This is an optimization exercise on Yosys and OpenROAD, whose aim is small area, not a production implementation. Only simulation tests tie the RTL to the original design; equivalence was not proved.

==> flow/design.v <==
module decoder(clk, rst, infra_vr, done, key);
parameter infinity_high_dur = 2621;  
parameter lead_low_dur = 2300;  
parameter lead_high_dur = 2100;  
parameter read_high_dur = 415;  
parameter is_a_bit = 200;  
parameter infinity = 2'b00;     
parameter lead = 2'b01;     
parameter read = 2'b10;     
input clk; 
input rst;
input infra_vr;     
output done;
output [7:0] key;
reg [7:0] key;                
reg [7:0] key_temp;             
reg [7:0] data; 
reg [7:0] data_inverse; 
reg [15:0] trash;                
reg [17:0] lead_low_count;           
reg [17:0] lead_high_count;          
reg [17:0] time_count;           
reg [5:0] pos;             
reg [1:0] state;                
reg lead_low_bool;
reg lead_high_bool;      
reg time_count_bool;  
reg done_bool;          
reg data_ready, done;          
always @(posedge clk) 
	if (rst) state <= infinity; else
	case (state)
 	   	infinity: begin
 	   		if (lead_low_count > lead_low_dur) begin 
 	   			 state <= lead; 
 	   		end       
 	   	end 
		lead: begin
			if (lead_high_count > lead_high_dur) begin
				state <= read;
			end  	
		end 
		read: begin
			if ((time_count >= infinity_high_dur) || (pos >= 33)) begin
				state <= infinity;
			end  	
		end 
	    default: begin
	    	state <= infinity; 
	    end
	endcase
always @(posedge clk) begin
	if (rst) begin
		lead_low_count <= 0; lead_high_count <= 0; time_count <= 0;
		lead_low_bool <= 1'b0; lead_high_bool <= 1'b0; time_count_bool <= 1'b0;
	end else begin
		if (lead_low_bool)   
			 lead_low_count <= lead_low_count + 1'b1;
		else  
			 lead_low_count <= 0;	      	      		 	
	  	if ((state == infinity) && !infra_vr)
			 lead_low_bool <= 1'b1;
		else                           
			 lead_low_bool <= 1'b0;		     		 	
	  	if (lead_high_bool)   
			 lead_high_count <= lead_high_count + 1'b1;
		else  
			 lead_high_count <= 0;	          		 	
	  	if ((state == lead) && infra_vr)
			 lead_high_bool <= 1'b1;
		else  
			 lead_high_bool <= 1'b0;     		 	
	 	if(time_count_bool)     
			 time_count <= time_count + 1'b1;
		else 
			 time_count <= 1'b0;   
	 	if ((state == read) && infra_vr)
			 time_count_bool <= 1'b1;  
		else
			 time_count_bool <= 1'b0; 
	end
end
always @(posedge clk) begin
	if (rst) begin
		pos <= 6'b0; data <= 0; data_inverse <= 0; trash <= 0;
	end else begin
	if (state == read) begin
		if (time_count == is_a_bit)
				pos <= pos + 1'b1;
	end else
     	pos <= 6'b0;
	if (state == read) begin
		 if (time_count >= read_high_dur && pos <= 16) begin
			trash[pos-1'b1] <= 1'b1; 
		 end else if (time_count >= read_high_dur && pos <= 24) begin
		 	data[pos-17] <= 1'b1; 
		 end else if (time_count >= read_high_dur) begin
		 	data_inverse[pos-25] <= 1'b1; 
		 end
	end else begin
		data <= 0;
		data_inverse <= 0;
		trash <= 0;
	end
	end
end
always @(posedge clk) begin
	if (rst) begin
		key_temp <= 0; data_ready <= 1'b0; done <= 1'b0; done_bool <= 1'b0; key <= 0;
	end else begin
	if (pos == 32) begin
		if (data_inverse[7:0] == ~data[7:0]) begin		
			key_temp <= data;     
			data_ready <= 1'b1;  
		end	else
			data_ready <= 1'b0 ; 
	end else
		data_ready <= 1'b0 ;
	if(done_bool==1) begin
		done <= 1;
		done_bool <= 0;
	end else
		done <= 0;
	if (data_ready) begin
	    key <= key_temp; 
	    done_bool <= 1;
	end
	end
end
endmodule
module all_in (infra,CLK,rst,A0, A1, B0, B1, C0, C1, C2, signA, signB, signC);
input infra, CLK, rst;
output [6:0] A1, A0, B1, B0, C1, C2, C0;
reg [6:0] A1, A0, B1, B0, C1, C2, C0;
output signA, signB, signC;
reg signA, signB, signC;
parameter [3:0] wait_for_command=4'b0000, preA=4'b0001, Aedit1=4'b0010, Aedit2=4'b0011, preB=4'b0100, Bedit1=4'b0101;
parameter [3:0] Bedit2=4'b0110, zerar_tudo=4'b0111, soma_sub=4'b1000;
parameter [6:0] desligado = 7'b1111111, zero = 7'b0000001, um = 7'b1001111, dois = 7'b0010010, tres = 7'b0000110, quatro = 7'b1001100; 
parameter [6:0] cinco = 7'b0100100, seis = 7'b0100000, sete = 7'b0001111, oito = 7'b0000000, nove = 7'b0000100;
parameter wait_until = 50000;  
reg [2:0] estado;
reg [2:0] prev_estado;
reg [1:0] pos;
reg [7:0] key;
reg [7:0] A, B;
integer result,result_temp, A_temp, B_temp;
reg [30:0] count;
wire [7:0] fio;
wire key_ok;
reg flag, flag_on, soma, from_a, from_b;
decoder hope(.clk(CLK), .rst(rst), .infra_vr(infra), .done(key_ok), .key(fio));
always @(posedge CLK) begin
	if (rst) begin
		key <= 8'd0; count <= 31'd0; flag <= 1'b0; flag_on <= 1'b0; soma <= 1'b1;
		estado <= wait_for_command; prev_estado <= wait_for_command;
		A0 <= desligado; A1 <= desligado; B0 <= desligado; B1 <= desligado;
		A <= 8'd0; B <= 8'd0; signA <= 1'b0; signB <= 1'b0; from_a <= 1'b0; from_b <= 1'b0;
	end else begin
	key <= fio;
	if(flag)begin
		count <= count + 1;
		if(count == wait_until) begin
			count <= 0;
			flag <=0;
			estado <= prev_estado;
		end
	end else begin
		count<=0;
		flag <=0;
		if(key_ok==1) begin
			if(key==8'h12 && flag_on==0) begin
				flag_on <= ~flag_on;
				A0 <= zero;
				A1 <= zero;
				B0 <= zero;
				B1 <= zero;
				flag <= 1;
				prev_estado <= wait_for_command;
			end else if(key==8'h12 && flag_on==1) begin
				flag_on <= ~flag_on;
				A0 <= desligado;
				A1 <= desligado;
				B0 <= desligado;
				B1 <= desligado;
				A <= 0;
				B <= 0;
				signA <= 0;
				signB <= 0;
				flag <= 1;
				prev_estado <= wait_for_command;
			end
			if(flag_on==1) begin	
				case(estado)
					wait_for_command:begin
		            	if(key==8'hF)begin  
		            		flag <= 1;
		            		A0 <= zero;
							A1 <= zero;
							signA <= 0;
							from_a <= 0;
							from_b <= 0;
							A <= 0;
							prev_estado <= Aedit1;
		            	end
		            	if(key==8'h13)begin  
		            		flag <= 1;
		            		B <= 0;
							B0 <= zero;
							B1 <= zero;
							signB <= 0;
							from_a <= 0;
							from_b <= 0;
							prev_estado <= Bedit1;
		            	end
		            	if(key==8'h10)begin  
							flag <= 1;
							A0 <= zero;
							A1 <= zero;
							B0 <= zero;
							B1 <= zero;
							A <= 0;
							B <= 0;
							signB <= 0;
							signA <= 0;
							from_a <= 0;
							from_b <= 0; 
							flag <= 1;
							prev_estado <= wait_for_command;
						end
						if(key==8'h1A)begin  
							flag <= 1;
							soma <= 1;
							from_a <= 0;
							from_b <= 0;
						end
						if(key==8'h1E)begin  
							flag <= 1;
							soma <= 0;
							from_a <= 0;
							from_b <= 0;
						end
						if(key==8'hC && from_a==1)begin  
							signA <= ~signA;
							flag <= 1;
							from_a <= 1;
							from_b <= 0;
							prev_estado <= wait_for_command;
						end
						if(key==8'hC && from_b)begin  
							signB <= ~signB;
							flag <= 1;
							from_a <= 0;
							from_b <= 1;
							prev_estado <= wait_for_command;
						end
					end 
					Aedit1:begin
						if(key==8'hC && signA==1'b0)begin  
							signA <= 1'b1;
							flag <= 1;
							prev_estado <= Aedit1;
						end else if(key==8'hC && signA==1'b1)begin  
							signA <= 1'b0;
							flag <= 1;
							prev_estado <= Aedit1;
						end
						if(key==8'd0)begin
							flag <= 1;
							A <= A + 8'd0;
							A0 <= zero;
							prev_estado <= Aedit2;
						end
						if(key==8'd1)begin
							flag <= 1;
							A <= A + 8'd10;
							prev_estado <= Aedit2;
							A0 <= um;
						end
						if(key==8'd2)begin
							flag <= 1;
							A <= A + 8'd20;
							prev_estado <= Aedit2;
							A0 <= dois;
						end
						if(key==8'd3)begin
							flag <= 1;
							A <= A + 8'd30;
							prev_estado <= Aedit2;
							A0 <= tres;
						end
						if(key==8'd4)begin
							flag <= 1;
							A <= A + 8'd40;
							prev_estado <= Aedit2;
							A0 <= quatro;
						end
						if(key==8'd5)begin
							flag <= 1;
							A <= A + 8'd50;
							prev_estado <= Aedit2;
							A0 <= cinco;
						end
						if(key==8'd6)begin
							flag <= 1;
							A <= A + 8'd60;
							prev_estado <= Aedit2;
							A0 <= seis;
						end
						if(key==8'd7)begin
							flag <= 1;
							A <= A + 8'd70;
							prev_estado <= Aedit2;
							A0 <= sete;
						end
						if(key==8'd8)begin
							flag <= 1;
							A <= A + 8'd80;
							prev_estado <= Aedit2;
							A0 <= oito;
						end
						if(key==8'd9)begin
							flag <= 1;
							A <= A + 8'd90;
							prev_estado <= Aedit2;
							A0 <= nove;
						end					
					end  
					Aedit2: begin
						if(key==8'hC && signA==1'b0)begin  
							signA <= 1'b1;
							flag <= 1;
							prev_estado <= Aedit2;
						end else if(key==8'hC && signA==1'b1)begin  
							signA <= 1'b0;
							flag <= 1;
							prev_estado <= Aedit2;
						end
						if(key==8'd0)begin
							A1 <= zero;
							flag <= 1;
							A <= A + 8'd0;
							prev_estado <= wait_for_command;
						end
						if(key==8'd1)begin
							A1 <= um;
							flag <= 1;
							A <= A + 8'd1;
							prev_estado <= wait_for_command;
						end
						if(key==8'd2)begin
							A1 <= dois;
							flag <= 1;
							A <= A + 8'd2;
							prev_estado <= wait_for_command;
						end
						if(key==8'd3)begin
							A1 <= tres;
							flag <= 1;
							A <= A + 8'd3;
							prev_estado <= wait_for_command;
						end
						if(key==8'd4)begin
							A1 <= quatro;
							flag <= 1;
							A <= A + 8'd4;
							prev_estado <= wait_for_command;
						end
						if(key==8'd5)begin
							A1 <= cinco;
							flag <= 1;
							A <= A + 8'd5;
							prev_estado <= wait_for_command;
						end
						if(key==8'd6)begin
							A1 <= seis;
							flag <= 1;
							A <= A + 8'd6;
							prev_estado <= wait_for_command;
						end
						if(key==8'd7)begin
							A1 <= sete;
							flag <= 1;
							A <= A + 8'd7;
							prev_estado <= wait_for_command;
						end
						if(key==8'd8)begin
							A1 <= oito;
							flag <= 1;
							A <= A + 8'd8;
							prev_estado <= wait_for_command;
						end
						if(key==8'd9)begin
							A1 <= nove;
							flag <= 1;
							A <= A + 8'd9;
							prev_estado <= wait_for_command;
						end
						from_a <= 1;
						from_b <= 0;
					end  
					Bedit1:begin
						if(key==8'hC && signB==1'b0)begin
							signB <= 1'b1;
							flag <= 1;
							prev_estado <= Bedit1;
						end else if(key==8'hC && signB==1'b1)begin
							signB <= 1'b0;
							flag <= 1;
							prev_estado <= Bedit1;
						end
						if(key==8'd0)begin
							B0 <= zero;
							B <= B + 8'd0;
							flag <= 1;
							prev_estado <= Bedit2;
						end
						if(key==8'd1)begin
							B0 <= um;
							B <= B + 8'd10;
							flag <= 1;
							prev_estado <= Bedit2;
						end
						if(key==8'd2)begin
							B0 <= dois;
							B <= B + 8'd20;
							flag <= 1;
							prev_estado <= Bedit2;
						end
						if(key==8'd3)begin
							B0 <= tres;
							B <= B + 8'd30;
							flag <= 1;
							prev_estado <= Bedit2;
						end
						if(key==8'd4)begin
							B0 <= quatro;
							B <= B + 8'd40;
							flag <= 1;
							prev_estado <= Bedit2;
						end
						if(key==8'd5)begin
							B0 <= cinco;
							B <= B + 8'd50;
							flag <= 1;
							prev_estado <= Bedit2;
						end
						if(key==8'd6)begin
							B0 <= seis;
							B <= B + 8'd60;
							flag <= 1;
							prev_estado <= Bedit2;
						end
						if(key==8'd7)begin
							B0 <= sete;
							B <= B + 8'd70;
							flag <= 1;
							prev_estado <= Bedit2;
						end
						if(key==8'd8)begin
							B0 <= oito;
							B <= B + 8'd80;
							flag <= 1;
							prev_estado <= Bedit2;
						end
						if(key==8'd9)begin
							B0 <= nove;
							B <= B + 8'd90;
							flag <= 1;
							prev_estado <= Bedit2;
						end	
					end  
					Bedit2: begin
						if(key==8'd0)begin
							B1 <= zero;
							B <= B + 8'd0;
							flag <= 1;
							prev_estado <= wait_for_command;
						end
						if(key==8'd1)begin
							B1 <= um;
							B <= B + 8'd1;
							flag <= 1;
							prev_estado <= wait_for_command;
						end
						if(key==8'd2)begin
							B1 <= dois;
							B <= B + 8'd2;
							flag <= 1;
							prev_estado <= wait_for_command;
						end
						if(key==8'd3)begin
							B1 <= tres;
							B <= B + 8'd3;
							flag <= 1;
							prev_estado <= wait_for_command;
						end
						if(key==8'd4)begin
							B1 <= quatro;
							B <= B + 8'd4;
							flag <= 1;
							prev_estado <= wait_for_command;
						end
						if(key==8'd5)begin
							B1 <= cinco;
							B <= B + 8'd5;
							flag <= 1;
							prev_estado <= wait_for_command;
						end
						if(key==8'd6)begin
							B1 <= seis;
							B <= B + 8'd6;
							flag <= 1;
							prev_estado <= wait_for_command;
						end
						if(key==8'd7)begin
							B1 <= sete;
							B <= B + 8'd7;
							flag <= 1;
							prev_estado <= wait_for_command;
						end
						if(key==8'd8)begin
							B1 <= oito;
							B <= B + 8'd8;
							flag <= 1;
							prev_estado <= wait_for_command;
						end
						if(key==8'd9)begin
							B1 <= nove;
							B <= B + 8'd9;
							flag <= 1;
							prev_estado <= wait_for_command;
						end
						from_a <= 0;
						from_b <= 1;
					end  
				endcase  
			end  
		end  
	end  
	end  
end  
always @(posedge CLK) begin
	if (rst) begin
		C0 <= desligado; C1 <= desligado; C2 <= desligado; signC <= 1'b0;
	end else if(flag_on==1) begin
		if(signA==1) begin
			A_temp = -A;
		end else begin
			A_temp = A;
		end
		if(signB==1) begin
			B_temp = -B;
		end else begin
			B_temp = B;
		end
		if(soma) begin
			result = A_temp + B_temp;
		end else begin
			result = A_temp - B_temp;
		end
		if(result<0) begin
			result = -result;
			signC = 1;
		end else begin
			signC = 0;
		end
		result_temp = result;
		if((result_temp%10)==0) begin
			C2 <= zero;
			result_temp = result_temp/10;
		end else if ((result_temp%10)==1) begin
			C2 <= um;
			result_temp = result_temp/10;
		end else if ((result_temp%10)==2) begin
			C2 <= dois;
			result_temp = result_temp/10;
		end else if ((result_temp%10)==3) begin
			C2 <= tres;
			result_temp = result_temp/10;
		end else if ((result_temp%10)==4) begin
			C2 <= quatro;
			result_temp = result_temp/10;
		end else if ((result_temp%10)==5) begin
			C2 <= cinco;
			result_temp = result_temp/10;
		end else if ((result_temp%10)==6) begin
			C2 <= seis;
			result_temp = result_temp/10;
		end else if ((result_temp%10)==7) begin
			C2 <= sete;
			result_temp = result_temp/10;
		end else if ((result_temp%10)==8) begin
			C2 <= oito;
			result_temp = result_temp/10;
		end else if ((result_temp%10)==9) begin
			C2 <= nove;
			result_temp = result_temp/10;
		end
		if((result_temp%10)==0) begin
			C1 <= zero;
			result_temp = result_temp/10;
		end else if ((result_temp%10)==1) begin
			C1 <= um;
			result_temp = result_temp/10;
		end else if ((result_temp%10)==2) begin
			C1 <= dois;
			result_temp = result_temp/10;
		end else if ((result_temp%10)==3) begin
			C1 <= tres;
			result_temp = result_temp/10;
		end else if ((result_temp%10)==4) begin
			C1 <= quatro;
			result_temp = result_temp/10;
		end else if ((result_temp%10)==5) begin
			C1 <= cinco;
			result_temp = result_temp/10;
		end else if ((result_temp%10)==6) begin
			C1 <= seis;
			result_temp = result_temp/10;
		end else if ((result_temp%10)==7) begin
			C1 <= sete;
			result_temp = result_temp/10;
		end else if ((result_temp%10)==8) begin
			C1 <= oito;
			result_temp = result_temp/10;
		end else if ((result_temp%10)==9) begin
			C1 <= nove;
			result_temp = result_temp/10;
		end
		if((result_temp%10)==0) begin
			C0 <= zero;
			result_temp = result_temp/10;
		end else if ((result_temp%10)==1) begin
			C0 <= um;
			result_temp = result_temp/10;
		end else if ((result_temp%10)==2) begin
			C0 <= dois;
			result_temp = result_temp/10;
		end else if ((result_temp%10)==3) begin
			C0 <= tres;
			result_temp = result_temp/10;
		end else if ((result_temp%10)==4) begin
			C0 <= quatro;
			result_temp = result_temp/10;
		end else if ((result_temp%10)==5) begin
			C0 <= cinco;
			result_temp = result_temp/10;
		end else if ((result_temp%10)==6) begin
			C0 <= seis;
			result_temp = result_temp/10;
		end else if ((result_temp%10)==7) begin
			C0 <= sete;
			result_temp = result_temp/10;
		end else if ((result_temp%10)==8) begin
			C0 <= oito;
			result_temp = result_temp/10;
		end else if ((result_temp%10)==9) begin
			C0 <= nove;
			result_temp = result_temp/10;
		end
	end else begin
		C0 <= desligado;
		C1 <= desligado;
		C2 <= desligado;
		signC <= 0;
	end
end
endmodule
module ula (infra, CLK, rst, A0, A1, B0, B1, C0, C1, C2, signA, signB, signC);
input infra, CLK, rst;
output [6:0] A0, A1, B0, B1, C0, C1, C2;
output signA, signB, signC;
wire signC_n;
all_in inst (.infra(infra), .CLK(CLK), .rst(rst), .A0(A0), .A1(A1), .B0(B0), .B1(B1),
             .C0(C0), .C1(C1), .C2(C2), .signA(signA), .signB(signB), .signC(signC_n));
assign signC = ~signC_n;
endmodule
==> flow/run.sh <==
#!/bin/bash
# synth_recipe.tcl (not shown) runs the flow's synth.tcl, then flattens the netlist and writes it again
# the make line also repeats each setting of config.mk as NAME=value (left out here)
make -C /OpenROAD-flow-scripts/flow DESIGN_CONFIG=/design/flow/config.mk WORK_HOME=/design/flow/orfs CLKGATE_MAP_FILE= SYNTH_SCRIPT=/design/flow/synth_recipe.tcl finish
==> flow/config.mk <==
export PLATFORM = sky130hd
export DESIGN_NAME = ula
export DESIGN_NICKNAME = ula
export VERILOG_FILES = /design/flow/design.v
export SDC_FILE = /design/flow/constraint.sdc
export NUM_CORES = 4
export LEC_CHECK = 0
export CAP_MARGIN = 20
export CORE_MARGIN = 2
export CORE_UTILIZATION = 40
export SLEW_MARGIN = 20
==> flow/constraint.sdc <==
create_clock -name core_clock -period 200.0 [get_ports {CLK}]
set_input_delay 40.0000 -clock core_clock [delete_from_list [all_inputs] [get_ports {CLK}]]
set_output_delay 40.0000 -clock core_clock [all_outputs]
set_load 0.01 [all_outputs]
==> metrics.yaml <==
clk_path_buf_depth: 3
routed_wl_microns: 258000
start_util: 0.403
overflow: 0
start_kind: "flop"
post-route-min-period_ns: 89.76
tightest_slew_ns: 1.12
grt_pass1_wl_microns: 402000
rsz0062_at_grt: "no"
worst_slack_ns: 110.24
ys.flop_type: "dfxtp_1"
arrival_ns: 90.25
grt_max_degree: 67
fp.dieW_microns: 420
die_area_sq_um: 176000
route.detailed.drc: 0
grt_pass1_vias: 70200
min_period_over_period: 0.449
ys_types: 231
hold_viol_final: 0
port_buffers: 54
grt.total_usage: 0.275
grt_antenna_before_repair: 1
maxSlewViolCount: 0
slowest_delay_ns: 1.01
fin_skew_ns: 0.0265
regArea_sq_um: 4370
core_area_sq_um: 172000
detail_route.iter0.violations: 8032
cts_tree: "done"
nets: 9254
area_delta_synth_final_pct: 1.06
post_cts_resized: 0
ys_seq_area_frac: 0.0631
synthesis.nets: 9627
hold_buffers: 0
worst_slew_margin_rel: 0.246
pin_count: 55
tns_ns: 0
cts_setup_buffers: 0
yosys_warnings: 2
hpwlAfterDp_microns: 198000
clock_latency_ns: 0.61
clock-sinks: 218
clock-root-buffer: "clkbuf_16"
cts_max_level: 1
drive_gt1_frac: 0.161
syn_area_per_cell_sq_um: 7.28
pre_cts_slack_ns: 112.03
hp-class: "reg2reg"
gp_congestion: 0.994
die_h_microns: 420
row_count: 152
syn-cell-area_sq_um: 69100
drt_pre_antenna_iters: 8
multi_input_area_sq_um: 59300
async_flop_share: 0
post_drt_via_cell_ratio: 6.70
max_freq_ghz: 0.0111
worst_path_max_delay_cell: "nor4_4"
ys_ff_latch: 218
cp.required_ns: 200.49
fill_cells: 18000
cts_buffers: 26
worst-setup-path-type: "reg2reg"
synth_cells: 9504
wl_per_cell_microns: 22.5
endpoint_kind: "flop"
layout_commonest_cell: "nor2_1"
clk_pin_slew_ns: 0.08
mostFrequentLayoutCells: "nor2_1 (978), nand2_1 (893), a21oi_1 (606)"
maxCapViolCount: 0
antenna_left: 0
crit_fanout: 51
synth_edf_count: 0
dr_total_vias: 76800
setup_viol: 0
status: "finished clean"
==> flip-flops by register name (all words and copies together), names as in the netlist, 8 cells and up <==
name / count
inst.A: 8
inst.B: 8
inst.count: 31
inst.hope.data: 8
inst.hope.data_inverse: 8
inst.hope.key: 8
inst.hope.key_temp: 8
inst.hope.lead_high_count: 18
inst.hope.lead_low_count: 18
inst.hope.time_count: 18
inst.key: 8
==> cell type report <==
class | count | area share
multi-input combinational | 8501 | 0.849
sequential | 218 | 0.0625
tap | 2310 | 0.0414
timing repair buffer | 200 | 0.0233
clock buffer | 33 | 0.0104
inverter | 184 | 0.0100
clock inverter | 14 | 0.00313
antenna | 2 | 0.0000716
==> synth_stat cells, drive strengths merged (158+ instances only) <==
cell type | n | share of area
nor2 | 1043 | 0.061
nand2 | 931 | 0.053
a21oi | 683 | 0.055
o21ai | 658 | 0.050
xnor2 | 519 | 0.071
nand3 | 404 | 0.031
nor3 | 380 | 0.032
clkbuf | 336 | 0.031
buf | 247 | 0.035
xor2 | 245 | 0.033
dfxtp | 218 | 0.063
nand4 | 181 | 0.019
a211oi | 176 | 0.023
a31oi | 176 | 0.018
inv | 175 | 0.0096
and3 | 158 | 0.016
mux2i | 158 | 0.024
nor4 | 158 | 0.019
==> cell families after synthesis <==
group | share of synthesized area
DFF | 0.0631
buffers and inverters | 0.0795
adders and majority gates | 0.0247
muxes | 0.0371
and+or+nand+nor | 0.329
AOI/OAI and AO/OA | 0.362
xor gates and xnor gates | 0.104
==> metal layers <==
| layer | GRT usage | share of wire | vias to the layer above | wire length [microns] |
|---|---|---|---|---|
| met1 | 0.366 | 0.43 | 36600 | 110000 |
| met3 | 0.0364 | 0.076 | 655 | 19700 |
| met4 | 0.111 | 0.044 | 2 | 11500 |
| li1 | - | - | 35800 | - |
| met2 | 0.446 | 0.45 | 3664 | 116000 |
| met5 | 0 | 0.000062 | - | 16 |
==> worst max-delay path: cells and delay by family (launching register included) <==
kind	cells	cell delay (ns)
flip-flops	1	0.89
multiplexers	13	5.63
buffers and inverters	11	3.12
adder cells (fa/ha/maj)	10	3.31
AND/OR/NAND/NOR	97	37.23
AO/OA/AOI/OAI	97	34.84
XOR/XNOR	12	4.33
==> stage by stage <==
step / cell area (sq um) / hold WS, ns / util / std cells
2_1_floorplan: 69100 / 0.414 / - / 9504
3_3_place_gp: 68900 / 0.422 / 0.401 / 11400
3_5_place_dp: 68900 / 0.423 / 0.401 / 11400
6_report: 69900 / 0.439 / 0.407 / 11500
4_1_cts: 69800 / 0.432 / 0.407 / 11500
5_1_grt: 69900 / 0.445 / 0.407 / 11500
==> worst paths after layout <==
| path | cells after the start | from | slack [ns] | end |
|---|---|---|---|---|
| max | 240 | inst.B[3] | 110.24 | inst.C0[3] |
| min | 1 | inst.hope.done_bool | 0.44 | inst.hope.done |
| max reg2reg | 240 | inst.B[3] | 110.24 | inst.C0[3] |
| min reg2reg | 1 | inst.hope.done_bool | 0.44 | inst.hope.done |

## re-timing with driven ports
How much do the figures lean on ideal ports? The routed layout below was timed once more, with nothing changed but the port constraints.
Step 1: set_driving_cell puts a clkbuf_16 on CLK and a buf_2 on each other input, an assumption about the parent block.
Step 2 moves the port delays by t, midway between the first and last clock arrival at a register: inputs arrive t later, outputs are due t later. That takes back most of the time a late clock gives input paths.
Slacks: ideal ports / drivers / drivers and shift; pairs: ideal ports / drivers.
t (ns): 0.657
setup slack, ns: 110.237 / 110.237 / 110.237
hold WS [ns]: 0.439 / 0.439 / 0.439
worst register clock-pin slew, ns: 0.08 / 0.08
worst slew at a driven data input, ns: 0.05
After both steps setup and hold are still met in this run. The setup slack of this run moves by 0.000 ns with the drivers and by 0.000 ns with both steps.
